Background: an optimization exercise with open tools, aiming at small area. Do not read the settings as production practice. In this exercise RTL edits were held to simulation tests only and were not proved equivalent to the original. Power and IR drop assume default switching activity.

==> flow/design.v <==
package rv32i_pkg;
    typedef enum logic [6:0] {
        LUI     = 7'b0110111,
        AUIPC   = 7'b0010111,
        JAL     = 7'b1101111,
        B       = 7'b1100011,
        LW      = 7'b0000011,
        JALR    = 7'b1100111,
        I       = 7'b0010011,
        SW      = 7'b0100011,
        R       = 7'b0110011,
        SYSTEM  = 7'b1110011
    } rv32i_opcode;
    typedef enum logic [5:0] {
        ADD,
        SUB,
        SLL,
        SLT,
        SLTU,
        XOR,
        SRL,
        SRA,
        OR,
        AND,
        ADDI,
        SLTI,
        SLTIU,
        XORI,
        ORI,
        ANDI,
        BYPASS,
        ALU_JALR,
        NOP,
        INVALID
    } alu_ops;
endpackage
module morv_aoi222 (
    input  logic a1, a2, b1, b2, c1, c2,
    output logic y
);
    assign y = ~((a1 & a2) | (b1 & b2) | (c1 & c2));
endmodule
module morv_mux2i (
    input  logic a, b, s,
    output logic y
);
    assign y = ~(s ? b : a);
endmodule
module morv_rdbit (
    input  logic [31:1] s,
    input  logic [31:1] d,
    output logic        y
);
    logic [10:0] t;
    genvar k;
    generate
        for (k = 0; k < 10; k++) begin : g_aoi
            morv_aoi222 u_aoi (
                .a1(s[3*k+1]), .a2(d[3*k+1]),
                .b1(s[3*k+2]), .b2(d[3*k+2]),
                .c1(s[3*k+3]), .c2(d[3*k+3]),
                .y(t[k])
            );
        end
    endgenerate
    assign t[10] = ~(s[31] & d[31]);
    assign y = ~&t;
endmodule
module morv_add #(parameter int N = 32) (
    input  logic [N-1:0] a,
    input  logic [N-1:0] b,
    input  logic         ci,
    output logic [N-1:0] s,
    output logic         co,
    output logic [N-1:0] p,
    output logic [N-1:0] g
);
    localparam int L0 = (N > 16) ? 16 : (N > 8) ? 8 : (N > 4) ? 4 : (N > 2) ? 2 : 1;
    logic [N-1:0] pp, gg;
    always_comb begin
        p = a ^ b;
        g = a & b;
        gg = g;
        pp = p;
        gg[0] = g[0] | (p[0] & ci);
        for (int l = 1; l < N; l = l * 2)
            for (int i = 0; i < N; i++)
                if (((i + 1) % (2 * l)) == 0) begin
                    gg[i] = gg[i] | (pp[i] & gg[i - l]);
                    pp[i] = pp[i] & pp[i - l];
                end
        for (int l = L0; l >= 1; l = l / 2)
            for (int i = 0; i < N; i++)
                if ((((i + 1) % (2 * l)) == l) && (i >= 2 * l)) begin
                    gg[i] = gg[i] | (pp[i] & gg[i - l]);
                    pp[i] = pp[i] & pp[i - l];
                end
        s[0] = p[0] ^ ci;
        for (int i = 1; i < N; i++) s[i] = p[i] ^ gg[i - 1];
        co = gg[N - 1];
    end
endmodule
module morv_rca #(parameter int N = 31, parameter int H = 8) (
    input  logic [N-1:0] a,
    input  logic [N-1:0] b,
    output logic [N-1:0] s
);
    logic [H-1:0] s0;
    logic         cl;
    always_comb begin
        logic c;
        c = 1'b0;
        for (int i = 0; i < N - H; i++) begin
            s[i] = a[i] ^ b[i] ^ c;
            c = (a[i] & b[i]) | (a[i] & c) | (b[i] & c);
        end
        cl = c;
        c = 1'b0;
        for (int i = 0; i < H; i++) begin
            s0[i] = a[N-H+i] ^ b[N-H+i] ^ c;
            c = (a[N-H+i] & b[N-H+i]) | (a[N-H+i] & c) | (b[N-H+i] & c);
        end
        s[N-1:N-H] = cl ? s0 + 1'b1 : s0;
    end
endmodule
module morv_shr (
    input  logic [31:0] a,
    input  logic        rev,
    input  logic [4:0]  n,
    output logic [31:0] y
);
    logic [31:0] x [0:5];
    genvar i, k;
    generate
        for (i = 0; i < 32; i++) begin : g_rev
            morv_mux2i u_m (.a(a[i]), .b(a[31-i]), .s(rev), .y(x[0][i]));
        end
        for (k = 0; k < 5; k++) begin : g_st
            for (i = 0; i < 32; i++) begin : g_b
                if (i + (1 << k) < 32) begin : g_m
                    morv_mux2i u_m (.a(x[k][i]), .b(x[k][i + (1 << k)]), .s(n[k]), .y(x[k+1][i]));
                end else if (k % 2 == 0) begin : g_z0
                    assign x[k+1][i] = ~(n[k] | x[k][i]);
                end else begin : g_z1
                    assign x[k+1][i] = ~(~n[k] & x[k][i]);
                end
            end
        end
    endgenerate
    assign y = x[5];
endmodule
module morv_top (
    input logic clk,
    input logic rst_n,
    output logic [31:0] address,
    output logic [31:0] wdata,
    output logic write,
    output logic [3:0] wstrb,
    input logic [31:0] rdata,
    input logic ready,
    output logic exception
);
    logic [31:1] pc_q;
    logic [31:0] ir;
    wire  [31:0] pc = {pc_q, 1'b0};
    always_ff @(posedge clk)
        if (ready) ir <= rdata;
    wire [6:0] opcode = ir[6:0];
    wire [4:0] rd     = ir[11:7];
    wire [2:0] funct3 = ir[14:12];
    wire [4:0] rs1    = ir[19:15];
    wire [4:0] rs2    = ir[24:20];
    wire [6:0] funct7 = ir[31:25];
    wire op_lui    = opcode == rv32i_pkg::LUI;
    wire op_auipc  = opcode == rv32i_pkg::AUIPC;
    wire op_jal    = opcode == rv32i_pkg::JAL;
    wire op_jalr   = opcode == rv32i_pkg::JALR;
    wire op_branch = opcode == rv32i_pkg::B;
    wire op_load   = opcode == rv32i_pkg::LW;
    wire op_store  = opcode == rv32i_pkg::SW;
    wire op_imm    = opcode == rv32i_pkg::I;
    wire op_reg    = opcode == rv32i_pkg::R;
    wire op_system = opcode == rv32i_pkg::SYSTEM;
    wire op_alu    = op_reg | op_imm;
    wire f7_zero = funct7 == 7'b0000000;
    wire f7_alt  = funct7 == 7'b0100000;
    wire f7_ok   = f7_zero | f7_alt;
    wire r_bad = op_reg & (funct3 == 3'b000 || funct3 == 3'b101) & ~f7_ok;
    wire i_bad = op_imm & (funct3 == 3'b101) & ~f7_ok;
    wire known = op_lui | op_auipc | op_jal | op_jalr | op_branch | op_load |
                 op_store | op_imm | op_reg | op_system;
    assign exception = ~known | r_bad | i_bad | (op_system & (funct3 != 3'b001));
    logic [31:0] xreg [1:31];
    logic [31:0] rf_wdata;
    wire rf_wen = op_alu | op_load | op_lui | op_auipc | op_jal | op_jalr;
    genvar g, b;
    generate
        for (g = 1; g < 32; g++) begin : g_rf
            wire en = ~rst_n | (rf_wen & (rd == g));
            always_ff @(posedge clk)
                if (en) xreg[g] <= rf_wdata;
        end
    endgenerate
    logic [31:1] sel1, sel2;
    always_comb
        for (int i = 1; i < 32; i++) begin
            sel1[i] = (rs1 == i) & ~op_lui;
            sel2[i] = (rs2 == i);
        end
    logic [31:0] rs1_data, rs2_data;
    generate
        for (b = 0; b < 32; b++) begin : g_rd
            logic [31:1] col;
            for (g = 1; g < 32; g++) begin : g_col
                assign col[g] = xreg[g][b];
            end
            morv_rdbit u_rd1 (.s(sel1), .d(col), .y(rs1_data[b]));
            morv_rdbit u_rd2 (.s(sel2), .d(col), .y(rs2_data[b]));
        end
    endgenerate
    wire [31:0] imm_i = {{20{ir[31]}}, ir[31:20]};
    wire [31:0] imm_s = {{20{ir[31]}}, ir[31:25], ir[11:7]};
    wire [31:0] imm_u = {ir[31:12], 12'b0};
    logic [31:0] op_b;
    always_comb begin
        if (op_reg | op_branch) op_b = rs2_data;
        else if (op_store)      op_b = imm_s;
        else if (op_lui)        op_b = imm_u;
        else                    op_b = imm_i;
    end
    wire f3_slt = funct3 == 3'b010 || funct3 == 3'b011;
    wire is_sub = (op_reg & (funct3 == 3'b000) & f7_alt) | (op_alu & f3_slt) | op_branch;
    wire [31:0] add_r, add_p, add_g;
    wire        add_co;
    morv_add #(.N(32)) u_add (
        .a(rs1_data), .b(op_b ^ {32{is_sub}}), .ci(is_sub), .s(add_r), .co(add_co),
        .p(add_p), .g(add_g)
    );
    wire ltu = ~add_co;
    wire lt  = (rs1_data[31] ^ op_b[31]) ? rs1_data[31] : ltu;
    wire eq  = ~|add_r;
    logic [31:1] imm_pc;
    always_comb begin
        if (op_auipc)     imm_pc = {ir[31:12], 11'b0};
        else if (op_jal)  imm_pc = {{12{ir[31]}}, ir[19:12], ir[20], ir[30:21]};
        else              imm_pc = {{20{ir[31]}}, ir[7], ir[30:25], ir[11:8]};
    end
    wire [31:1] pc_t;
    morv_rca #(.N(31)) u_pcadd (.a(pc_q), .b(imm_pc), .s(pc_t));
    wire [31:1] pc4 = {pc_q[31:2] + 30'd1, pc_q[1]};
    wire shl = funct3 == 3'b001;
    wire [31:0] sh_out;
    morv_shr u_shr (.a(rs1_data), .rev(shl), .n(op_b[4:0]), .y(sh_out));
    wire sh_ok = ~|op_b[31:5];
    wire [1:0] la = add_r[1:0];
    logic [31:0] ld_r;
    always_comb begin
        logic [7:0]  lb;
        logic [15:0] lh;
        case (la)
            2'b00: lb = rdata[7:0];
            2'b01: lb = rdata[15:8];
            2'b10: lb = rdata[23:16];
            default: lb = rdata[31:24];
        endcase
        lh = la[1] ? rdata[31:16] : rdata[15:0];
        case (funct3)
            3'b000: ld_r = {{24{lb[7]}}, lb};
            3'b100: ld_r = {24'b0, lb};
            3'b001: ld_r = la[0] ? 32'b0 : {{16{lh[15]}}, lh};
            3'b101: ld_r = la[0] ? 32'b0 : {16'b0, lh};
            3'b010: ld_r = rdata;
            default: ld_r = 32'b0;
        endcase
    end
    wire alu_ok = op_alu & ~r_bad & ~i_bad & rst_n;
    wire w_add  = (alu_ok & (funct3 == 3'b000)) | (op_lui & rst_n);
    wire w_sh   = alu_ok & (funct3 == 3'b001 || funct3 == 3'b101) & sh_ok;
    wire w_srl  = w_sh & ~shl;
    wire w_sll  = w_sh & shl;
    wire w_slt  = alu_ok & (funct3 == 3'b010);
    wire w_sltu = alu_ok & (funct3 == 3'b011);
    wire w_p    = alu_ok & (funct3 == 3'b100 || funct3 == 3'b110);
    wire w_g    = alu_ok & (funct3 == 3'b110 || funct3 == 3'b111);
    wire w_ld   = op_load & rst_n;
    wire w_pct  = op_auipc & rst_n;
    wire w_pc4  = (op_jal | op_jalr) & rst_n;
    always_comb
        for (int i = 0; i < 32; i++)
            rf_wdata[i] = (w_add & add_r[i]) | (w_srl & sh_out[i]) | (w_sll & sh_out[31 - i]) |
                          (w_p & add_p[i]) | (w_g & add_g[i]) | (w_ld & ld_r[i]) |
                          (w_pct & ((i == 0) ? 1'b0 : pc_t[i])) |
                          (w_pc4 & ((i == 0) ? 1'b0 : pc4[i])) |
                          ((i == 0) & ((w_slt & lt) | (w_sltu & ltu)));
    wire mem = op_load | op_store;
    assign address = mem ? add_r : pc;
    assign write   = op_store;
    assign wdata   = op_store ? rs2_data : 32'b0;
    always_comb begin
        wstrb = 4'b0000;
        if (op_store)
            case (funct3)
                3'b000: wstrb = 4'b0001 << add_r[1:0];
                3'b001: wstrb = 4'b0011 << add_r[1:0];
                3'b010: wstrb = 4'b1111 << add_r[1:0];
                default: wstrb = 4'b0000;
            endcase
    end
    logic taken;
    always_comb begin
        case (funct3)
            3'b000: taken = eq;
            3'b001: taken = ~eq;
            3'b100: taken = lt;
            3'b101: taken = ~lt;
            3'b110: taken = ltu;
            3'b111: taken = ~ltu;
            default: taken = 1'b0;
        endcase
    end
    wire n_jalr = op_jalr & rst_n;
    wire n_tgt  = (op_jal | (op_branch & taken)) & rst_n;
    wire n_seq  = ~(op_jalr | op_jal | (op_branch & taken)) & rst_n;
    always_ff @(posedge clk)
        pc_q <= ({31{n_jalr}} & add_r[31:1]) | ({31{n_tgt}} & pc_t) | ({31{n_seq}} & pc4);
endmodule
==> flow/run.sh <==
#!/bin/bash
# synth_recipe.tcl (not shown) runs the flow's synth.tcl, then flattens the netlist and writes it again
# the make line also repeats each setting of config.mk as NAME=value (left out here)
make -C /OpenROAD-flow-scripts/flow DESIGN_CONFIG=/design/flow/config.mk WORK_HOME=/design/flow/orfs CLKGATE_MAP_FILE= SYNTH_SCRIPT=/design/flow/synth_recipe.tcl finish
==> flow/config.mk <==
export PLATFORM = sky130hd
export DESIGN_NAME = morv_top
export DESIGN_NICKNAME = morv_top
export VERILOG_FILES = /design/flow/design.v
export SDC_FILE = /design/flow/constraint.sdc
export NUM_CORES = 4
export LEC_CHECK = 0
export CAP_MARGIN = 25
export CORE_MARGIN = 2
export CORE_UTILIZATION = 55
export CTS_BUF_LIST = sky130_fd_sc_hd__clkbuf_16
export CTS_CLUSTER_DIAMETER = 80
export CTS_CLUSTER_SIZE = 25
export SLEW_MARGIN = 25
export SYNTH_HIERARCHICAL = 1
==> flow/constraint.sdc <==
create_clock -name core_clock -period 14.0 [get_ports {clk}]
set_input_delay 2.8000 -clock core_clock [delete_from_list [all_inputs] [get_ports {clk}]]
set_output_delay 2.8000 -clock core_clock [all_outputs]
set_load 0.01 [all_outputs]
==> reports/qor.yml, run 1 <==
antenna_left: 0
critPathLaunchType: "flop"
tightest_slew_ps: 1090
mostFrequentLayoutCells: "edfxtp_1, a222oi_1, mux2i_1, nand2_1, buf_4"
die_width_um: 305
synth.net_count: 3469
ios: 105
yosys_most_used_dff: "edfxtp_1"
dpl_cell_area_sq_mm: 0.0540
mostFrequentLayoutCell: "edfxtp_1"
max-vdd-ir-drop_mv: 0.116
grt_pass1_vias: 39000
synth_top_family_by_area: "compound AO/OA/AOI/OAI gates"
synth_compound_area_frac: 0.200
total_power_mw: 6.87
hpwl_um: 138000
hold_buffers: 0
ys_types: 85
synth.area.mux_share: 0.0505
holdWs_ps: 649
syn_to_final_growth_pct: 11.4
yosysSeqAreaShare: 0.629
route.vias.total: 41000
critPathMostFrequentCell: "fa_1"
crit_end: "xreg[31][31]"
die-area_sq_mm: 0.0932
path_delay_family: "adder cells"
worstSkewPairLatency_ps: 710
critPathRequiredTime_ps: 14290
cp.arrival_ps: 12750
clk_pin_slew_ps: 100
core-area_sq_mm: 0.0900
synth_top_area_cell: "edfxtp_1"
rows: 110
async_flop_share: 0
cts_max_level: 2
synth.top_cell.area_share: 0.616
grt_util_all_layers: 0.449
synthXorXnorAreaFrac: 0.0151
synthAdderAreaFrac: 0.0271
synth-seq-cells: 1055
status: "timing/DRC/antenna clean"
path_max_fanout: 31
fillerInstances: 6837
drv_cap: 0
post_cts_buffers: 0
crit_buf_inv: 1
numClockSinks: 1055
grt-ovfl-total: 0
r2r_cells: 33
wire_per_inst_um: 45.3
final_area_sq_mm: 0.0556
cp_slowest_stage_delay_ps: 520
grt_max_degree: 69
tritoncts: "built"
synth-simple-area-share: 0.0663
synth_edf_count: 1024
post-route-util: 0.617
hold_path.class: "flop to flop"
drtIter0Drc: 10800
yosysWarnings: 13
p_leak_nw: 19.4
critPathKind: "flop to flop"
avgViaCountPerCell: 8.61
start_util: 0.554
tns_ps: 0
slew_headroom: 0.269
worstReg2RegStart: "ir[6]"
rr_endpoint: "xreg[31][31]"
gp_congestion: 1.03
cts-root-buf: "clkbuf_16"
setup_viol: 0
fin_skew_ps: 94.1
power_density_mw_per_mm2: 124
syn_inst: 3353
antenna_found_initial: 12
die_height_um: 305
layout.nets: 3677
rrSetupSlack_ps: 1540
cts_made_buffers: 53
cts_max_path_buffers: 3
synth_area_sq_mm: 0.0499
ys_top_cells_by_area: "edfxtp_1, a222oi_1, mux2i_1"
fin_crit_ps: 12460
syn_area_per_cell_sq_um: 14.9
final_max_slew_viol_count: 0
hold_viol_final: 0
period_share: 0.890
max_freq_mhz: 80.2
slowest_stage: "edfxtp_1"
drive_above_1_share: 0.113
end_kind: "flop"
grt_pass1_wl_um: 295000
rsz0062_at_grt: "no"
startpoint: "ir[6]"
routed_wl_um: 216000
cp.depth: 33
cts_resized: 0
drc_errors: 0
first_pass_iters: 13
port_buffers: 104
## cell type report
type | instances | area (sq um) | share of cell area
multi-input cells | 2148 | 18900 | 0.340
flip-flops and latches | 1055 | 31400 | 0.564
repair buffers | 257 | 2190 | 0.0394
clock inverters | 17 | 156 | 0.00281
diodes | 5 | 12.5 | 0.000225
clock buffers | 53 | 1330 | 0.0239
inverters | 46 | 173 | 0.00311
well taps | 1176 | 1470 | 0.0265
## through the flow
step / instances / setup slack, ps
6_report: 4757 / 1540
5_1_grt: 4752 / 1200
4_1_cts: 4751 / 1560
3_5_place_dp: 4681 / 1530
3_3_place_gp: 4681 / 1670
2_1_floorplan: 3353 / 1910
## registers in the layout, summed over array words and instances, names as in the netlist
register	cells
xreg	992
ir	32
pc_q	31
## how the worst min path moves through the flow
stage / from / end / cells past startpoint
after floorplan: pc_q[1] / pc_q[1] / 1
after global placement: pc_q[1] / pc_q[1] / 1
after detailed placement: pc_q[1] / pc_q[1] / 1
after CTS: pc_q[1] / pc_q[1] / 1
after global routing: pc_q[1] / pc_q[1] / 1
final: pc_q[1] / pc_q[1] / 1
## per-layer routing
layer | global-route usage | vias to the layer above | routed length [um] | part of all wire
li1 | - | 15700 | - | -
met1 | 0.581 | 20000 | 71900 | 0.33
met4 | 0.238 | 20 | 15000 | 0.070
met5 | 0 | - | 185 | 0.00086
met3 | 0.188 | 970 | 39100 | 0.18
met2 | 0.645 | 4301 | 89400 | 0.41
## modules after synthesis (local to each module, per instance), excerpt
module / cell area, sq um / flops+latches / cells / times used
morv_top: 37800 / 1055 / 2056 / 1
morv_shr: 183 / 0 / 33 / 1
morv_rdbit: 27.5 / 0 / 4 / 64
morv_aoi222: 10.0 / 0 / 1 / 640
morv_mux2i: 10.0 / 0 / 1 / 161
## power by group
| group | switching, mW | total (mW) | internal [mW] |
|---|---|---|---|
| clock | 1.00 | 1.71 | 0.710 |
| sequential | 0.118 | 3.72 | 3.61 |
| combinational | 1.01 | 1.43 | 0.425 |
| total | 2.12 | 6.87 | 4.74 |
## logic make-up after synthesis
kind of cell	count (synthesis)
fa+ha+maj	81
simple gates	635
compound gates	1101
mux	245
flops	1055
xor+xnor	86
buf+inv	150
## worst register-to-register path: cells and delay by family (launching register included)
kind / cells / cell delay, ps
xor gates and xnor gates: 1 / 170
adders and majority gates: 23 / 9160
DFF: 1 / 520
buffers and inverters: 1 / 350
and+or+nand+nor: 5 / 920
AOI/OAI and AO/OA: 3 / 1020
## synthesized netlist by cell type (all sizes together) (31+ instances only)
library cell	instances
xor2	60
nand2	186
a22oi	48
nand4	143
a222oi	668
a21oi	64
fa	45
and3	45
nor2	118
o21ai	91
dfxtp	31
inv	46
mux2i	213
edfxtp	1024
ha	36
clkbuf	79
a2111o	64
a221oi	40
==> run 2, diff against run 1 <==
--- a/flow/design.v
+++ b/flow/design.v
@@ -40,6 +40,38 @@
 );
     assign y = ~((a1 & a2) | (b1 & b2) | (c1 & c2));
 endmodule
+module morv_aoi22 (
+    input  logic a1, a2, b1, b2,
+    output logic y
+);
+    assign y = ~((a1 & a2) | (b1 & b2));
+endmodule
+module morv_ao #(parameter int N = 3, parameter bit O = 1'b0) (
+    input  logic [N-1:0] s,
+    input  logic [N-1:0] d,
+    input  logic         o,
+    output logic         y
+);
+    localparam int G = N / 3;
+    localparam int R = N % 3;
+    localparam int T = G + ((R > 0) ? 1 : 0);
+    logic [T-1:0] t;
+    genvar k;
+    generate
+        for (k = 0; k < G; k++) begin : g_aoi
+            morv_aoi222 u_aoi (
+                .a1(s[3*k]), .a2(d[3*k]), .b1(s[3*k+1]), .b2(d[3*k+1]),
+                .c1(s[3*k+2]), .c2(d[3*k+2]), .y(t[k])
+            );
+        end
+        if (R == 2) begin : g_r2
+            morv_aoi22 u_aoi (.a1(s[N-2]), .a2(d[N-2]), .b1(s[N-1]), .b2(d[N-1]), .y(t[G]));
+        end else if (R == 1) begin : g_r1
+            assign t[G] = ~(s[N-1] & d[N-1]);
+        end
+    endgenerate
+    assign y = O ? (o | ~&t) : ~&t;
+endmodule
 module morv_mux2i (
     input  logic a, b, s,
     output logic y
@@ -252,27 +284,6 @@
     wire [31:0] sh_out;
     morv_shr u_shr (.a(rs1_data), .rev(shl), .n(op_b[4:0]), .y(sh_out));
     wire sh_ok = ~|op_b[31:5];
-    wire [1:0] la = add_r[1:0];
-    logic [31:0] ld_r;
-    always_comb begin
-        logic [7:0]  lb;
-        logic [15:0] lh;
-        case (la)
-            2'b00: lb = rdata[7:0];
-            2'b01: lb = rdata[15:8];
-            2'b10: lb = rdata[23:16];
-            default: lb = rdata[31:24];
-        endcase
-        lh = la[1] ? rdata[31:16] : rdata[15:0];
-        case (funct3)
-            3'b000: ld_r = {{24{lb[7]}}, lb};
-            3'b100: ld_r = {24'b0, lb};
-            3'b001: ld_r = la[0] ? 32'b0 : {{16{lh[15]}}, lh};
-            3'b101: ld_r = la[0] ? 32'b0 : {16'b0, lh};
-            3'b010: ld_r = rdata;
-            default: ld_r = 32'b0;
-        endcase
-    end
     wire alu_ok = op_alu & ~r_bad & ~i_bad & rst_n;
     wire w_add  = (alu_ok & (funct3 == 3'b000)) | (op_lui & rst_n);
     wire w_sh   = alu_ok & (funct3 == 3'b001 || funct3 == 3'b101) & sh_ok;
@@ -285,13 +296,58 @@
     wire w_ld   = op_load & rst_n;
     wire w_pct  = op_auipc & rst_n;
     wire w_pc4  = (op_jal | op_jalr) & rst_n;
+    wire [1:0] la = add_r[1:0];
+    wire ld_b = funct3[1:0] == 2'b00;            
+    wire ld_h = funct3[1:0] == 2'b01;            
+    wire ld_w = funct3 == 3'b010;                
+    wire ld_s = ~funct3[2];                      
+    logic bsign;
     always_comb
-        for (int i = 0; i < 32; i++)
-            rf_wdata[i] = (w_add & add_r[i]) | (w_srl & sh_out[i]) | (w_sll & sh_out[31 - i]) |
-                          (w_p & add_p[i]) | (w_g & add_g[i]) | (w_ld & ld_r[i]) |
-                          (w_pct & ((i == 0) ? 1'b0 : pc_t[i])) |
-                          (w_pc4 & ((i == 0) ? 1'b0 : pc4[i])) |
-                          ((i == 0) & ((w_slt & lt) | (w_sltu & ltu)));
+        case (la)
+            2'b00: bsign = rdata[7];
+            2'b01: bsign = rdata[15];
+            2'b10: bsign = rdata[23];
+            default: bsign = rdata[31];
+        endcase
+    wire hsign = la[1] ? rdata[31] : rdata[15];
+    wire l0 = w_ld & (ld_w | ((ld_b | ld_h) & (la == 2'd0)));
+    wire l1 = w_ld & ld_b & (la == 2'd1);
+    wire l2 = w_ld & (ld_b | ld_h) & (la == 2'd2);
+    wire l3 = w_ld & ld_b & (la == 2'd3);
+    wire h0 = w_ld & (ld_w | (ld_h & (la == 2'd0)));
+    wire h1 = w_ld & ld_h & (la == 2'd2);
+    wire u0 = w_ld & ld_w;
+    wire sgn8  = w_ld & ld_s & ld_b & bsign;
+    wire sgn16 = w_ld & ld_s & ((ld_b & bsign) | (ld_h & ~la[0] & hsign));
+    generate
+        for (b = 0; b < 32; b++) begin : g_wb
+            if (b == 0) begin : g_b0
+                morv_ao #(.N(11)) u_ao (
+                    .s({w_add, w_srl, w_sll, w_p, w_g, l0, l1, l2, l3, w_slt, w_sltu}),
+                    .d({add_r[b], sh_out[b], sh_out[31-b], add_p[b], add_g[b],
+                        rdata[b], rdata[b+8], rdata[b+16], rdata[b+24], lt, ltu}),
+                    .o(1'b0), .y(rf_wdata[b]));
+            end else if (b < 8) begin : g_lo
+                morv_ao #(.N(11)) u_ao (
+                    .s({w_add, w_srl, w_sll, w_p, w_g, l0, l1, l2, l3, w_pct, w_pc4}),
+                    .d({add_r[b], sh_out[b], sh_out[31-b], add_p[b], add_g[b],
+                        rdata[b], rdata[b+8], rdata[b+16], rdata[b+24], pc_t[b], pc4[b]}),
+                    .o(1'b0), .y(rf_wdata[b]));
+            end else if (b < 16) begin : g_mid
+                morv_ao #(.N(9), .O(1'b1)) u_ao (
+                    .s({w_add, w_srl, w_sll, w_p, w_g, h0, h1, w_pct, w_pc4}),
+                    .d({add_r[b], sh_out[b], sh_out[31-b], add_p[b], add_g[b],
+                        rdata[b], rdata[b+16], pc_t[b], pc4[b]}),
+                    .o(sgn8), .y(rf_wdata[b]));
+            end else begin : g_hi
+                morv_ao #(.N(8), .O(1'b1)) u_ao (
+                    .s({w_add, w_srl, w_sll, w_p, w_g, u0, w_pct, w_pc4}),
+                    .d({add_r[b], sh_out[b], sh_out[31-b], add_p[b], add_g[b],
+                        rdata[b], pc_t[b], pc4[b]}),
+                    .o(sgn16), .y(rf_wdata[b]));
+            end
+        end
+    endgenerate
     wire mem = op_load | op_store;
     assign address = mem ? add_r : pc;
     assign write   = op_store;
==> flow/flow/run.sh (new file) <==
#!/bin/bash
# The standard layout (standard.sh), with three changes made through ORFS's
# own environment variables:
#  - port buffers use the smallest buffer cell instead of clkdlybuf4s50_1;
#  - clock tree synthesis inserts no dummy loads;
#  - timing repair after global routing recovers power (downsizes cells
#    off the critical paths).
set -euo pipefail
export BUFFER_PORTS_ARGS="-buffer_cell sky130_fd_sc_hd__buf_1"
export CTS_ARGS="-sink_clustering_enable -repair_clock_nets -buf_list sky130_fd_sc_hd__clkbuf_16 -sink_clustering_size 25 -sink_clustering_max_diameter 80 -dont_use_dummy_load"
export RECOVER_POWER=100
bash standard.sh > standard.log 2>&1
==> flow/standard.sh (new file) <==
#!/bin/bash
# synth_recipe.tcl (not shown) runs the flow's synth.tcl, then flattens the netlist and writes it again
# the make line also repeats each setting of config.mk as NAME=value (left out here)
make -C /OpenROAD-flow-scripts/flow DESIGN_CONFIG=/design/flow/config.mk WORK_HOME=/design/flow/orfs CLKGATE_MAP_FILE= SYNTH_SCRIPT=/design/flow/synth_recipe.tcl "${@:-finish}"
removed: flow/run.sh
==> run 2 against run 1 <==
  * First-iteration DRC count rose by 1.7%
  * Sequential share of layout area rose by 1.6 points
  * Global-route usage up 1.7 points
  * Total power shrank 2.5%
  * Sequential power is essentially flat
  * The layout now fails its checks (max-capacitance violations, max-slew violations)
  * Via count fell by 1.2%
  * Clock skew is 5.0 ps higher
  * Critical endpoint is now address[23]
  * Setup slack lost 1000 ps
  * Flip-flop and latch count stayed put
  * Fmax is 7.5% lower
  * Critical path type is now flop to primary output
==> reports/qor.yml, run 2 <==
status: "complete, but fails checks"
violatedChecks: "max-capacitance violations, max-slew violations"
min_to: "pc_q[1]"
hold_buffers: 0
synth_area_sq_mm: 0.0493
hpwl_um: 138000
drc_errors: 0
clk_pin_slew_ps: 60
dr_wl_met3_um: 34600
max-vdd-ir-drop_mv: 0.124
grt_pass1_vias: 37600
die_width_um: 304
tritoncts: "built"
total_power_mw: 6.69
post_cts_buffers: 0
rrSetupSlack_ps: 830
yosysWarnings: 13
syn_area_per_cell_sq_um: 15.2
die_height_um: 304
rsz0062_at_grt: "no"
path_delay_family: "compound AO/OA/AOI/OAI gates"
core-area_sq_mm: 0.0886
setup_viol: 0
numClockSinks: 1055
p_leak_nw: 18.6
final_max_slew_viol_count: 1848
fillerInstances: 6865
end_kind: "primary output"
wire_per_inst_um: 46.5
mostFrequentLayoutCell: "edfxtp_1"
first_pass_iters: 13
ios: 105
cts-root-buf: "clkbuf_16"
cts_max_path_buffers: 3
critPathLaunchType: "flop"
reg_top3: "xreg (992), ir (32), pc_q (31)"
antenna_left: 0
cts_resized: 0
period_share: 0.963
hold_path.class: "flop to flop"
top_layer: "met5"
cp_slowest_stage_delay_ps: 1790
grt-ovfl-total: 0
worstReg2RegStart: "ir[22]"
routed_wl_um: 219000
rr_endpoint: "pc_q[4]"
cts_max_level: 2
avgViaCountPerCell: 8.61
power.switching_mw: 2.06
max_freq_mhz: 74.2
post-route-util: 0.610
start_util: 0.557
synth.net_count: 3371
critPathMostFrequentCell: "o21ai_0"
path_max_fanout: 35
p_int_mw: 4.64
grt_util_all_layers: 0.466
cts_made_buffers: 55
critPathRequiredTime_ps: 11200
fin_crit_ps: 13480
mostFrequentLayoutCells: "edfxtp_1, a222oi_1, nand2_1, mux2i_1, nand4_1"
seqCellArea_sq_mm: 0.0314
rows: 109
crit_buf_inv: 5
slew_headroom: -1.36
syn_to_final_growth_pct: 9.61
power_density_mw_per_mm2: 124
worstSkewPairLatency_ps: 690
pre_cts_slack_ps: 1570
holdCritStartpoint: "pc_q[1]"
fin_skew_ps: 99.1
met2_length_um: 94500
cp.arrival_ps: 10680
p_clk_frac: 0.247
port_buffers: 104
power.share.combinational: 0.199
hold_viol_final: 0
critPathKind: "flop to primary output"
gp_congestion: 1.05
drtIter0Drc: 11000
drv_cap: 57
antenna_found_initial: 14
setup_ws_ps: 524
tightest_slew_ps: 3540
largest_register_ffs: 992
hold_depth: 2
r2r_cells: 29
route.vias.total: 40500
grt_pass1_wl_um: 297000
met1_length_um: 67700
syn_inst: 3255
layout.nets: 3643
p_seq_frac: 0.554
multiInputGateArea_sq_mm: 0.0180
final_cells: 4701
switching_share: 0.307
drive_above_1_share: 0.0922
dp_cells: 4633
grt_max_degree: 42
tns_ps: 0
die-area_sq_mm: 0.0921
largest_register: "xreg"
slowest_stage: "clkbuf_1"
==> run 2: worst min-delay path, stage by stage (launching register included) <==
cell	delay, ps
dfxtp_1	320
inv_1	100
o221ai_1	100
==> run 2: stage by stage <==
| step | hold WS (ps) | instance area, sq um |
|---|---|---|
| 6_report | 589 | 54100 |
| 5_1_grt | 618 | 54100 |
| 2_1_floorplan | 504 | 49300 |
| 4_1_cts | 588 | 54500 |
| 3_3_place_gp | 581 | 53100 |
| 3_5_place_dp | 580 | 53100 |
==> run 2: cell type report <==
class	instances	area share
clock buffers	55	0.0254
flip-flops and latches	1055	0.580
repair buffers	282	0.0270
well taps	1165	0.0269
diodes	11	0.000509
multi-input cells	2033	0.333
inverters	100	0.00694
==> run 2: how the worst max path moves through the flow <==
stage	from	to	slack (ps)	cells past startpoint
after floorplan	ir[5]	xreg[10][29]	1990	33
after global placement	ir[6]	xreg[7][28]	1750	32
after detailed placement	ir[6]	xreg[4][29]	1570	32
after CTS	ir[6]	xreg[17][29]	1540	32
after global routing	ir[22]	address[23]	560	25
final	ir[22]	address[23]	520	25
==> run 2: power by group through the flow <==
stage               registers [mW]  clock network, mW  logic, mW
global route                  3.72               1.75       1.33
floorplan                     3.73                  0      0.654
finish                        3.71               1.65       1.33
detailed placement            3.76                  0       1.28
CTS                           3.69               1.65       1.28
global placement              3.75                  0       1.27
==> run 2: metal layers <==
| metal | up-vias | track usage |
|---|---|---|
| li1 | 15500 | - |
| met1 | 19800 | 0.567 |
| met2 | 4192 | 0.708 |
| met3 | 1012 | 0.148 |
| met4 | 8 | 0.321 |
| met5 | - | 0.0129 |
==> run 3, diff against run 2 <==
--- a/flow/design.v
+++ b/flow/design.v
@@ -65,13 +65,19 @@
             );
         end
         if (R == 2) begin : g_r2
-            morv_aoi22 u_aoi (.a1(s[N-2]), .a2(d[N-2]), .b1(s[N-1]), .b2(d[N-1]), .y(t[G]));
+            assign t[G] = ~((s[N-2] & d[N-2]) | (s[N-1] & d[N-1]));
         end else if (R == 1) begin : g_r1
             assign t[G] = ~(s[N-1] & d[N-1]);
         end
     endgenerate
     assign y = O ? (o | ~&t) : ~&t;
 endmodule
+module morv_hold (
+    input  logic e, h, d, q,
+    output logic y
+);
+    assign y = (e & d) | (h & q);
+endmodule
 module morv_mux2i (
     input  logic a, b, s,
     output logic y
@@ -195,8 +201,16 @@
     logic [31:1] pc_q;
     logic [31:0] ir;
     wire  [31:0] pc = {pc_q, 1'b0};
+    wire ready_n = ~ready;
+    logic [31:0] ir_d;
+    genvar gi;
+    generate
+        for (gi = 0; gi < 32; gi++) begin : g_ir
+            morv_hold u_h (.e(ready), .h(ready_n), .d(rdata[gi]), .q(ir[gi]), .y(ir_d[gi]));
+        end
+    endgenerate
     always_ff @(posedge clk)
-        if (ready) ir <= rdata;
+        ir <= ir_d;
     wire [6:0] opcode = ir[6:0];
     wire [4:0] rd     = ir[11:7];
     wire [2:0] funct3 = ir[14:12];
@@ -229,8 +243,13 @@
     generate
         for (g = 1; g < 32; g++) begin : g_rf
             wire en = ~rst_n | (rf_wen & (rd == g));
+            wire hold = ~en;
+            logic [31:0] xd;
+            for (b = 0; b < 32; b++) begin : g_b
+                morv_hold u_h (.e(en), .h(hold), .d(rf_wdata[b]), .q(xreg[g][b]), .y(xd[b]));
+            end
             always_ff @(posedge clk)
-                if (en) xreg[g] <= rf_wdata;
+                xreg[g] <= xd;
         end
     endgenerate
     logic [31:1] sel1, sel2;
==> flow/flow/run.sh (replaced) <==
#!/bin/bash
# The standard layout (standard.sh), with three changes made through ORFS's
# own environment variables:
#  - port buffers use the smallest buffer cell instead of clkdlybuf4s50_1;
#  - clock tree synthesis inserts no dummy loads.
set -euo pipefail
export BUFFER_PORTS_ARGS="-buffer_cell sky130_fd_sc_hd__buf_1"
export CTS_ARGS="-sink_clustering_enable -repair_clock_nets -buf_list sky130_fd_sc_hd__clkbuf_16 -sink_clustering_size 25 -sink_clustering_max_diameter 80 -dont_use_dummy_load"
bash standard.sh > standard.log 2>&1
==> run 3 against run 2 <==
  * Now clean on timing, DRC and antenna
  * First-iteration DRC count grew 27%
  * Fmax grew 3.4%
  * Synthesized cell count grew 33%
  * Clock skew shrank 11 ps
==> reports/qor.yml, run 3 <==
status: "timing/DRC/antenna clean"
grt_pass1_vias: 45100
syn_inst: 4315
end_kind: "flop"
worstReg2RegStart: "ir[4]"
antenna_found_initial: 40
fillerInstances: 7250
clk_pin_slew_ps: 90
slowest_stage: "nand4b_1"
total_power_mw: 5.46
startpoint: "ir[4]"
cts-root-buf: "clkbuf_16"
cts_resized: 0
start_util: 0.555
first_pass_iters: 19
die_width_um: 300
cp.arrival_ps: 13630
grt_util_all_layers: 0.528
fin_crit_ps: 13030
rsz0062_at_grt: "no"
drc_errors: 0
post_cts_buffers: 0
hold_path.class: "flop to flop"
tritoncts: "built"
cts_made_buffers: 52
avgViaCountPerCell: 8.73
die-area_sq_mm: 0.0901
power_density_mw_per_mm2: 102
drv_cap: 0
gp_congestion: 1.12
drtIter0Drc: 13900
grt-ovfl-total: 0
routed_wl_um: 248000
fin_skew_ps: 88.5
synth_area_sq_mm: 0.0482
cts_max_level: 2
hpwl_um: 150000
die_height_um: 300
grt_max_degree: 53
critPathKind: "flop to flop"
final_max_slew_viol_count: 0
reg_top3: "xreg (992), ir (32), pc_q (31)"
synth.net_count: 4431
wire_per_inst_um: 43.2
port_buffers: 104
critPathMostFrequentCell: "fa_1"
route.vias.total: 50200
largest_register: "xreg"
worstSkewPairLatency_ps: 730
core-area_sq_mm: 0.0869
p_leak_nw: 19.8
grt_pass1_wl_um: 345000
holdCritStartpoint: "xreg[11][14]"
mostFrequentLayoutCells: "dfxtp_1, a22o_1, a222oi_1, nand2_1, buf_4"
max-vdd-ir-drop_mv: 0.111
ios: 105
hold_viol_final: 0
numClockSinks: 1055
drive_above_1_share: 0.0959
mostFrequentLayoutCell: "dfxtp_1"
cp_slowest_stage_delay_ps: 840
period_share: 0.931
critPathLaunchType: "flop"
cts_max_path_buffers: 3
layout.nets: 4695
rows: 108
syn_to_final_growth_pct: 10.6
slew_headroom: 0.191
hold_buffers: 0
tns_ps: 0
tightest_slew_ps: 1210
yosysWarnings: 14
critPathRequiredTime_ps: 14600
antenna_left: 0
largest_register_ffs: 992
path_max_fanout: 33
max_freq_mhz: 76.8
setup_viol: 0
syn_area_per_cell_sq_um: 11.2
## run 3: changes by cell type in the layout (fill, tap and decap cells not counted), moves of 28 or more
| cell | change |
|---|---|
| dfxtp_1 | +1024 |
| clkbuf_1 | -93 |
| buf_4 | +73 |
| nand2_1 | +28 |
| edfxtp_1 | -1024 |
| a22o_1 | +1024 |
## run 3: power breakdown
part	leakage, nW	switching (mW)	internal [mW]
logic	10.6	0.521	0.163
clock network	0.641	1.01	0.662
registers	8.51	0.0641	3.04
total	19.8	1.60	3.87
## run 3: layout make-up
type,instances,area (sq um),area share
Clock buffer,52,1300,0.0244
Multi-Input combinational cell,3094,27300,0.512
Timing Repair Buffer,281,1750,0.0329
Inverter,95,357,0.00669
Sequential cell,1055,21100,0.396
Antenna cell,21,52.6,0.000986
Tap cell,1155,1450,0.0271
## run 3: layer usage
layer	share of wire	wire length [um]	global-route usage
met5	0.0027	677	0.0249
met4	0.087	21500	0.340
met3	0.19	46900	0.262
met2	0.38	94100	0.705
met1	0.34	85200	0.666
## run 3: worst max-delay path, delay by kind of cell, from the launching register on
family          cells  cell delay (ps)
fa+ha+maj          23             8910
flops               1              560
compound gates      3              570
buf+inv             2              850
simple gates        6             1890
xor+xnor            1              150
## run 3: per-stage QoR
stage / util / hold slack (ps) / std cells / instance area (sq um) / setup slack, ps
3_5_place_dp: 0.598 / 477 / 5678 / 51900 / 1160
6_report: 0.614 / 501 / 5753 / 53300 / 973
2_1_floorplan: - / 437 / 4315 / 48200 / 1900
5_1_grt: 0.613 / 517 / 5735 / 53300 / 668
4_1_cts: 0.613 / 500 / 5730 / 53200 / 1250
3_3_place_gp: 0.597 / 472 / 5675 / 51900 / 1410
## run 3: worst paths after layout
kind	end	slack [ps]	cells after the start
max	xreg[28][27]	970	35
min	xreg[11][14]	500	1
max reg2reg	xreg[28][27]	970	35
min reg2reg	xreg[11][14]	500	1
==> run 4, diff against run 3 <==
==> flow/run.sh (new file) <==
#!/bin/bash
# synth_recipe.tcl (not shown) runs the flow's synth.tcl, then flattens the netlist and writes it again
# the make line also repeats each setting of config.mk as NAME=value (left out here)
make -C /OpenROAD-flow-scripts/flow DESIGN_CONFIG=/design/flow/config.mk WORK_HOME=/design/flow/orfs CLKGATE_MAP_FILE= SYNTH_SCRIPT=/design/flow/synth_recipe.tcl finish
removed: flow/flow/run.sh
removed: flow/standard.sh
==> run 4 against run 3 <==
  * Die area unchanged
  * Non-clock buffer count increased by 19
  * Combinational power increased by 3%
  * Still clean
  * Critical path depth unchanged
  * Core utilization increased by 1.1 points
  * Area after synthesis unchanged
  * Wire length increased by 0.69%
  * Setup slack improved by 530 ps
  * Global-route usage increased by 0.53 points
  * Flip-flop and latch count unchanged
  * Clock skew decreased by 51 ps
==> reports/qor.yml, run 4 <==
die-area_sq_mm: 0.0901
max-vdd-ir-drop_mv: 0.115
clk_pin_slew_ps: 100
routed_wl_um: 250000
cts_max_path_buffers: 3
largest_register: "xreg"
fin_skew_ps: 37.5
max_freq_mhz: 80.0
syn_area_per_cell_sq_um: 11.2
mostFrequentLayoutCell: "dfxtp_1"
die_width_um: 300
tns_ps: 0
critPathLaunchType: "flop"
yosysWarnings: 14
tritoncts: "built"
largest_register_ffs: 992
layout.nets: 4714
numClockSinks: 1055
rsz0062_at_grt: "no"
antenna_left: 0
syn_to_final_growth_pct: 12.5
drv_cap: 0
worstReg2RegStart: "ir[4]"
hold_viol_final: 0
hpwl_um: 153000
slowest_stage: "dfxtp_1"
startpoint: "ir[4]"
end_kind: "flop"
drc_errors: 0
grt_util_all_layers: 0.533
cp_slowest_stage_delay_ps: 580
drtIter0Drc: 12700
syn_inst: 4315
hold_buffers: 0
cts_made_buffers: 52
worstSkewPairLatency_ps: 710
final_cells: 5782
critPathKind: "flop to flop"
slew_headroom: 0.228
post_cts_buffers: 0
p_leak_nw: 20.2
reg_top3: "xreg (992), ir (32), pc_q (31)"
dpl_cell_area_sq_mm: 0.0527
hold_path.class: "flop to flop"
antenna_found_initial: 32
setup_viol: 0
first_pass_iters: 15
cts-root-buf: "clkbuf_16"
gp_congestion: 1.09
pre_cts_slack_ps: 1750
die_height_um: 300
cts_resized: 0
final_max_slew_viol_count: 0
wire_per_inst_um: 43.2
rows: 108
setup_ws_ps: 1510
drive_above_1_share: 0.0982
period_share: 0.892
cts_max_level: 2
path_max_fanout: 33
cp.arrival_ps: 13090
dp_cells: 5698
synth.net_count: 4431
holdCritStartpoint: "xreg[28][4]"
grt_pass1_vias: 46500
mostFrequentLayoutCells: "dfxtp_1, a22o_1, a222oi_1, buf_4, nand2_1"
avgViaCountPerCell: 8.72
ios: 105
critPathMostFrequentCell: "fa_1"
port_buffers: 104
status: "timing/DRC/antenna clean"
route.vias.total: 50400
power_density_mw_per_mm2: 103
tightest_slew_ps: 1160
critPathRequiredTime_ps: 14590
synth_area_sq_mm: 0.0482
final_area_sq_mm: 0.0543
grt-ovfl-total: 0
rrSetupSlack_ps: 1510
start_util: 0.555
grt_pass1_wl_um: 350000
grt_max_degree: 51
core-area_sq_mm: 0.0869
holdWs_ps: 503
fin_crit_ps: 12490
==> run 4: cell types whose count changed in the layout (fill, tap and decap cells not counted), sizes merged, moves of 3 or more <==
cell / change
buf: -83
clkinv: +3
inv: +9
clkdlybuf4s50: +103
diode: -5
==> run 4: final timing paths <==
path / end / cells after the start
setup / recovery: xreg[15][31] / 35
hold / removal: xreg[28][4] / 1
setup reg to reg: xreg[15][31] / 35
hold reg to reg: xreg[28][4] / 1
==> run 4: routing by layer <==
metal | GRT usage | share of wire
met1 | 0.659 | 0.34
met3 | 0.266 | 0.18
met4 | 0.363 | 0.091
met5 | 0.00370 | 0.0011
met2 | 0.721 | 0.38
==> run 4: critical path: cells and delay by family (launching register included) <==
family / cells / cell delay [ps]
AO/OA/AOI/OAI: 3 / 920
XOR/XNOR: 1 / 140
adder cells (fa/ha/maj): 23 / 8880
buffers and inverters: 2 / 620
flip-flops: 1 / 580
AND/OR/NAND/NOR: 6 / 1210
==> run 4: cell type report <==
type                            instances  area (sq um)
Clock buffer                           54          1350
Fill cell                            7284         32600
Multi-Input combinational cell       3094         27300
Inverter                               95           357
Sequential cell                      1055         21100
Tap cell                             1155          1450
Timing Repair Buffer                  300          2530
Clock inverter                         13           175
Antenna cell                           16          40.0
==> run 4: power by group <==
group          total [mW]  switching [mW]  internal (mW)
clock network        1.79            1.08          0.715
logic               0.702           0.523          0.180
registers            3.11          0.0686           3.04
==> run 4: metrics by stage <==
stage,util,total power [mW]
after floorplan,-,3.49
after global placement,0.606,3.82
after detailed placement,0.606,3.82
after CTS,0.624,5.52
after global routing,0.624,5.69
final,0.625,5.60
==> run 5, diff against run 4 <==
==> flow/flow/run.sh (new file) <==
#!/bin/bash
# The standard layout (standard.sh), with two changes made through ORFS's
# own environment variables:
#  - port buffers use the smallest buffer cell instead of clkdlybuf4s50_1;
#  - clock tree synthesis inserts no dummy loads.
set -euo pipefail
export BUFFER_PORTS_ARGS="-buffer_cell sky130_fd_sc_hd__buf_1"
export CTS_ARGS="-sink_clustering_enable -repair_clock_nets -buf_list sky130_fd_sc_hd__clkbuf_16 -sink_clustering_size 30 -sink_clustering_max_diameter 80 -dont_use_dummy_load"
bash standard.sh > standard.log 2>&1
==> flow/standard.sh (new file) <==
#!/bin/bash
# synth_recipe.tcl (not shown) runs the flow's synth.tcl, then flattens the netlist and writes it again
# the make line also repeats each setting of config.mk as NAME=value (left out here)
make -C /OpenROAD-flow-scripts/flow DESIGN_CONFIG=/design/flow/config.mk WORK_HOME=/design/flow/orfs CLKGATE_MAP_FILE= SYNTH_SCRIPT=/design/flow/synth_recipe.tcl "${@:-finish}"
--- a/flow/config.mk
+++ b/flow/config.mk
@@ -10,6 +10,6 @@
 export CORE_UTILIZATION = 55
 export CTS_BUF_LIST = sky130_fd_sc_hd__clkbuf_16
 export CTS_CLUSTER_DIAMETER = 80
-export CTS_CLUSTER_SIZE = 25
+export CTS_CLUSTER_SIZE = 30
 export SLEW_MARGIN = 25
 export SYNTH_HIERARCHICAL = 1
removed: flow/run.sh
==> run 5 against run 4 <==
  * Non-clock buffer count is 20 lower
  * Count of clock-buffer cells in the layout decreased by 7
  * Sequential power about the same
  * Clock skew rose by 61 ps
  * Largest power group unchanged
  * Setup slack lost 500 ps
  * First-iteration DRC count grew 6.6%
==> reports/qor.yml, run 5 <==
reg_top3: "xreg (992), ir (32), pc_q (31)"
gp_congestion: 1.12
numClockSinks: 1055
mostFrequentLayoutCells: "dfxtp_1, a22o_1, a222oi_1, nand2_1, buf_4"
drv_cap: 0
rows: 108
final_cells: 5741
port_buffers: 104
p_leak_nw: 19.7
cts_max_level: 2
critPathLaunchType: "flop"
drc_errors: 0
max-vdd-ir-drop_mv: 0.124
synth.net_count: 4431
setup_viol: 0
cts_resized: 0
tritoncts: "built"
clk_pin_slew_ps: 70
total_power_mw: 5.39
end_kind: "flop"
fillerInstances: 7260
largest_register: "xreg"
drive_above_1_share: 0.0949
grt_max_degree: 53
antenna_found_initial: 32
period_share: 0.928
cp_slowest_stage_delay_ps: 820
hpwl_um: 150000
grt_pass1_wl_um: 346000
start_util: 0.555
core-area_sq_mm: 0.0869
syn_to_final_growth_pct: 10.3
fin_skew_ps: 98.4
power_density_mw_per_mm2: 101
multiInputGateArea_sq_mm: 0.0273
avgViaCountPerCell: 8.68
tns_ps: 0
cp.arrival_ps: 13590
final_max_slew_viol_count: 0
yosysWarnings: 14
synth_area_sq_mm: 0.0482
dp_cells: 5678
slowest_stage: "nand4b_1"
die_width_um: 300
mostFrequentLayoutCell: "dfxtp_1"
hold_viol_final: 0
critPathKind: "flop to flop"
rsz0062_at_grt: "no"
hold_path.class: "flop to flop"
post_cts_buffers: 0
seqCellArea_sq_mm: 0.0211
routed_wl_um: 249000
die_height_um: 300
critPathMostFrequentCell: "fa_1"
route.vias.total: 49800
antenna_left: 0
worstSkewPairLatency_ps: 740
critPathRequiredTime_ps: 14590
crit_buf_inv: 2
grt_util_all_layers: 0.528
cts_max_path_buffers: 3
grt_pass1_vias: 44900
fin_crit_ps: 12990
first_pass_iters: 14
path_max_fanout: 33
status: "timing/DRC/antenna clean"
grt-ovfl-total: 0
hold_buffers: 0
cts_made_buffers: 47
path_delay_family: "adder cells"
wire_per_inst_um: 43.4
drtIter0Drc: 13500
largest_register_ffs: 992
ios: 105
tightest_slew_ps: 1190
syn_inst: 4315
syn_area_per_cell_sq_um: 11.2
slew_headroom: 0.204
die-area_sq_mm: 0.0901
max_freq_mhz: 77.0
layout.nets: 4689
cts-root-buf: "clkbuf_16"
## run 5: through the flow
stage	cell area, sq um	hold WS, ps	setup WS, ps	utilization
2_1_floorplan	48200	437	1900	-
6_report	53200	505	1010	0.612
3_5_place_dp	51900	477	1160	0.598
4_1_cts	53100	500	1270	0.611
3_3_place_gp	51900	472	1410	0.597
5_1_grt	53100	519	671	0.612
## run 5: final cells by class
class	count	share of cell area
Multi-Input combinational cell	3094	0.513
Sequential cell	1055	0.397
Timing Repair Buffer	280	0.0327
Tap cell	1155	0.0272
Clock buffer	47	0.0221
Inverter	95	0.00671
Antenna cell	15	0.000706
## run 5: routing by layer
metal | vias to the layer above | GRT usage | share of wire
li1 | 19700 | - | -
met1 | 23800 | 0.663 | 0.34
met2 | 5099 | 0.705 | 0.38
met3 | 1172 | 0.274 | 0.19
met4 | 52 | 0.333 | 0.085
met5 | - | 0.00794 | 0.0022
## run 5: worst paths after layout
| kind | start | slack [ps] | end | depth (start not counted) |
|---|---|---|---|---|
| max | ir[4] | 1010 | xreg[11][27] | 35 |
| min | xreg[15][26] | 500 | xreg[15][26] | 1 |
| max reg2reg | ir[4] | 1010 | xreg[11][27] | 35 |
| min reg2reg | xreg[15][26] | 500 | xreg[15][26] | 1 |
## run 5: report_power, final
part           internal, mW  switching [mW]  leakage, nW
sequential             3.04          0.0641         8.51
clock                 0.603            1.00        0.579
combinational         0.162           0.521         10.6

==> afterwards: timing with drivers on the ports <==
In the flow no input, the clock included, has a driving cell. The finished layouts below were timed again as built, in two steps. Step 1 assumes that a clkbuf_16 drives the clock port and a buf_2 every other input. Step 2 moves the port delays by t, midway between the first and last clock arrival at a register: inputs arrive t later, outputs are due t later. That takes back most of the time a late clock gives input paths. Slacks: no drivers / after step 1 / after step 2; pairs: no drivers / after step 1.
run | t (ns) | setup slack, ns | worst setup path at the end | worst data-port slew with drivers (ns)
run 1 | 0.728 | 1.536 / 1.536 / 1.536 | register to register | 0.05
run 2 | 0.702 | 0.524 / 0.459 / 0.830 | register to register | 0.05
run 3 | 0.768 | 0.973 / 0.973 / 0.973 | register to register | 0.04
run 4 | 0.764 | 1.505 / 1.505 / 1.505 | register to register | 0.04
run 5 | 0.765 | 1.007 / 1.007 / 1.007 | register to register | 0.04
